This is an optimization exercise on Yosys and OpenROAD, whose aim is a short achievable clock period and few clock cycles, not a production implementation. In this exercise RTL edits were held to simulation tests only and were not proved equivalent to the original.

// CPUTop
module CPUTop(
  input         clock,
  input         reset,
  input         run,
  output        done,
  output [15:0] imem_addr,
  input  [31:0] imem_rdata,
  output [15:0] dmem_addr,
  input  [31:0] dmem_rdata,
  output        dmem_we,
  output [31:0] dmem_wdata
);
  localparam [5:0] OP_JR=6'b000100, OP_JEQ=6'b000101, OP_JLT=6'b000110,
                   OP_LI=6'b001000, OP_SD=6'b001001, OP_LD=6'b001010, OP_ADDI=6'b010000,
                   OP_ADD=6'b010001, OP_SUB=6'b010010, OP_MULT=6'b100000, OP_END=6'b111111;
  reg [31:0] regs [0:31];
  reg        e_v;       
  reg        e_end;     
  reg        e_sd, e_ld, e_wen, e_jr, e_jeq, e_jlt;
  reg        e_add, e_sub, e_mul, e_li;
  reg [4:0]  e_a;
  reg [15:0] e_imm;
  reg [31:0] e_ra, e_rb, e_op2;
  reg [15:0] npc;       
  wire eq = e_ra == e_rb;
  wire lt = e_ra < e_rb;
  wire taken = e_jr | (e_jeq & eq) | (e_jlt & lt);
  assign imem_addr = taken ? e_imm : npc;
  wire [31:0] sum  = e_rb + e_op2;
  wire [31:0] diff = e_rb - e_op2;
  wire [31:0] prod;
  mul32lo mul(.a(e_rb), .b(e_op2), .p(prod));
  reg  [31:0] res;
  always @(*) begin
    res = 32'h0;
    if (e_add) res = sum;
    if (e_sub) res = diff;
    if (e_mul) res = prod;
    if (e_li)  res = {16'h0, e_imm};
    if (e_ld)  res = dmem_rdata;
  end
  assign dmem_addr  = e_rb[15:0];
  assign dmem_wdata = e_ra;
  assign dmem_we    = e_sd & run & ~reset;
  assign done       = e_end;
  wire adv = ~reset & ~e_end & (run | ~e_v);
  wire wr  = e_wen & run & ~reset;
  always @(posedge clock) begin
    if (wr) regs[e_a] <= res;
  end
  wire [31:0] ins = imem_rdata;
  wire [5:0]  op  = ins[31:26];
  wire [4:0]  fa  = ins[25:21];
  wire [4:0]  fb  = ins[20:16];
  wire [4:0]  fc  = ins[15:11];
  wire [15:0] imm = ins[15:0];
  wire fwd_a = e_wen & (e_a == fa);
  ...
==> module CPUTop, before the edit <==
module CPUTop(
  input         clock,
  input         reset,
  input         run,
  output        done,
  output [15:0] imem_addr,
  input  [31:0] imem_rdata,
  output [15:0] dmem_addr,
  input  [31:0] dmem_rdata,
  output        dmem_we,
  output [31:0] dmem_wdata
);
  localparam [5:0] OP_JR=6'b000100, OP_JEQ=6'b000101, OP_JLT=6'b000110,
                   OP_LI=6'b001000, OP_SD=6'b001001, OP_LD=6'b001010, OP_ADDI=6'b010000,
                   OP_ADD=6'b010001, OP_SUB=6'b010010, OP_MULT=6'b100000, OP_END=6'b111111;
  reg [31:0] regs [0:31];
  reg        e_v;       
  reg        e_end;     
  reg        e_sd, e_ld, e_wen, e_jr, e_jeq, e_jlt;
  reg        e_add, e_sub, e_mul, e_li;
  reg [4:0]  e_a;
  reg [15:0] e_imm;
  reg [31:0] e_ra, e_rb, e_op2;
  reg [15:0] npc;       
  wire eq = e_ra == e_rb;
  wire lt = e_ra < e_rb;
  wire taken = e_jr | (e_jeq & eq) | (e_jlt & lt);
  assign imem_addr = taken ? e_imm : npc;
  wire [31:0] sum  = e_rb + e_op2;
  wire [31:0] diff = e_rb - e_op2;
  wire [31:0] prod;
  mul32lo mul(.a(e_rb), .b(e_op2), .p(prod));
  reg  [31:0] res;
  always @(*) begin
    res = 32'h0;
    if (e_add) res = sum;
    if (e_sub) res = diff;
    if (e_mul) res = prod;
    if (e_li)  res = {16'h0, e_imm};
    if (e_ld)  res = dmem_rdata;
  end
  assign dmem_addr  = e_rb[15:0];
  assign dmem_wdata = e_ra;
  assign dmem_we    = e_sd & run & ~reset;
  assign done       = e_end;
  wire adv = ~reset & ~e_end & (run | ~e_v);
  wire wr  = e_wen & run & ~reset;
  always @(posedge clock) begin
    if (wr) regs[e_a] <= res;
  end
  wire [31:0] ins = imem_rdata;
  wire [5:0]  op  = ins[31:26];
  wire [4:0]  fa  = ins[25:21];
  wire [4:0]  fb  = ins[20:16];
  wire [4:0]  fc  = ins[15:11];
  wire [15:0] imm = ins[15:0];
  wire fwd_a = e_wen & (e_a == fa);
  wire fwd_b = e_wen & (e_a == fb);
  wire fwd_c = e_wen & (e_a == fc);
  wire [31:0] va = fwd_a ? res : regs[fa];
  wire [31:0] vb = fwd_b ? res : regs[fb];
  wire [31:0] vc = fwd_c ? res : regs[fc];
  wire d_sd  = op == OP_SD;
  wire d_ld  = op == OP_LD;
  wire d_end = op == OP_END;
  wire d_imm = (op == OP_ADDI) | (op == OP_LI);
  wire d_wen = d_ld | ((op[5] | op[4] | op[3]) & ~d_sd & ~d_end);
  always @(posedge clock) begin
    if (reset) begin
      e_v <= 1'b0; e_end <= 1'b0; e_sd <= 1'b0; e_ld <= 1'b0; e_wen <= 1'b0;
      e_jr <= 1'b0; e_jeq <= 1'b0; e_jlt <= 1'b0;
      npc <= 16'h0;
    end else if (adv) begin
      e_v   <= 1'b1;
      e_end <= d_end;
      e_sd  <= d_sd;
      e_ld  <= d_ld;
      e_wen <= d_wen;
      e_jr  <= op == OP_JR;
      e_jeq <= op == OP_JEQ;
      e_jlt <= op == OP_JLT;
      npc   <= imem_addr + 16'h1;
    end
  end
  always @(posedge clock) begin
    if (adv) begin
      e_add <= (op == OP_ADD) | (op == OP_ADDI);
      e_sub <= op == OP_SUB;
      e_mul <= op == OP_MULT;
      e_li  <= op == OP_LI;
      e_a   <= fa;
      e_imm <= imm;
      e_ra  <= va;
      e_rb  <= vb;
      e_op2 <= d_imm ? {16'h0, imm} : vc;
    end
  end
endmodule
Settings: LEC_CHECK=0, ABC_CLOCK_PERIOD_IN_PS=4000, CAP_MARGIN=20, CORE_MARGIN=2, CORE_UTILIZATION=40, SETUP_SLACK_MARGIN=5, SLEW_MARGIN=20; clock period 17.5 ns.
standard.sh (not shown) runs the stock make flow with config.mk's settings and CLKGATE_MAP_FILE= SYNTH_SCRIPT=/design/flow/synth_recipe.tcl, a recipe that flattens the netlist after the stock synthesis.
==> flow/flow/run.sh <==
#!/bin/bash
# The standard layout, with the resizer asked to leave 10 ns of setup slack
# at the design's 17.5 ns clock (the SDC is unchanged), the pins of the
# run/reset -> dmem_we path placed side by side, and more global-routing
# iterations against congestion.
set -euo pipefail
bash standard.sh SETUP_SLACK_MARGIN=10 PRE_IO_PLACEMENT_TCL=$PWD/flow/io.tcl \
  "GLOBAL_ROUTE_ARGS=-congestion_iterations 100 -congestion_report_iter_step 5 -verbose" \
  finish > standard.log 2>&1
==> flow/flow/io.tcl <==
# Keep the pins of the one path from inputs straight to an output together:
# dmem_we depends on run and reset in the same cycle.
set_io_pin_constraint -group -order -pin_names {reset run dmem_we}
Testbench counts at the start, summed over its fixed seeds: cycles 201,258.
Next try:
--- a/flow/design.v
+++ b/flow/design.v
@@ -858,4 +858,20 @@
     if (wr) regs[e_a] <= res;
   end
+  reg [7:0]  jv;
+  reg [15:0] ja [0:7];
+  reg [15:0] jt [0:7];
+  wire [15:0] pn = imem_addr + 16'h1;
+  wire jhit = jv[pn[2:0]] & (ja[pn[2:0]] == pn);
+  wire d_jr = imem_rdata[31:26] == OP_JR;
+  always @(posedge clock) begin
+    if (reset) jv <= 8'h0;
+    else if (adv & d_jr) jv[imem_addr[2:0]] <= 1'b1;
+  end
+  always @(posedge clock) begin
+    if (adv & d_jr) begin
+      ja[imem_addr[2:0]] <= imem_addr;
+      jt[imem_addr[2:0]] <= imem_rdata[15:0];
+    end
+  end
   wire [31:0] ins = imem_rdata;
   wire [5:0]  op  = ins[31:26];
@@ -889,5 +905,5 @@
       e_jeq <= op == OP_JEQ;
       e_jlt <= op == OP_JLT;
-      npc   <= imem_addr + 16'h1;
+      npc   <= jhit ? jt[pn[2:0]] : pn;
     end
   end
Count of clock-buffer cells in the layout came out higher by 52.
Wire length came out higher by about a fifth.
Core utilization came out higher by 1.1 points.
Fmax came out lower slightly.
Non-clock buffer count came out higher by 158.
Critical path depth came out higher by 2.
Synthesized area came out higher by roughly a tenth.
Worst hold slack got worse by 0.0070 ns.
Cell area came out higher by about a fifth.
Sequential cell count came out higher by 264.
Sequential share of layout area came out higher by 2.0 points.
Testbench counts after the change, summed over its fixed seeds: cycles 175,476.

-- what the ideal ports hide --
The flow's constraints put no driver on any port. The routed layouts listed below were extracted and timed again, unchanged, in two steps. Step 1 (the two cells are an assumption about what drives the block):
set clk [get_ports {clock}]
set_driving_cell -lib_cell sky130_fd_sc_hd__clkbuf_16 $clk
set_driving_cell -lib_cell sky130_fd_sc_hd__buf_2 [delete_from_list [all_inputs] $clk]
Step 2 also shifts input and output timing later by t, the mid clock arrival at the registers, as if the neighbouring blocks saw the same clock. Three values: ideal ports, drivers, drivers and shift; two values: the first two.
run | t (ns) | setup slack, ns | worst slew at a driven data input, ns | cell pins on the clock port's net
the first run | 0.826 | 10.022 / 9.973 / 9.531 | 0.09 | 1
the second run | 0.929 | 9.872 / 9.824 / 9.270 | 0.11 | 1
After both steps setup and hold are still met in every run listed. The setup slack of the second run, which loses most, moves by -0.048 ns with the drivers and by -0.602 ns with both steps.
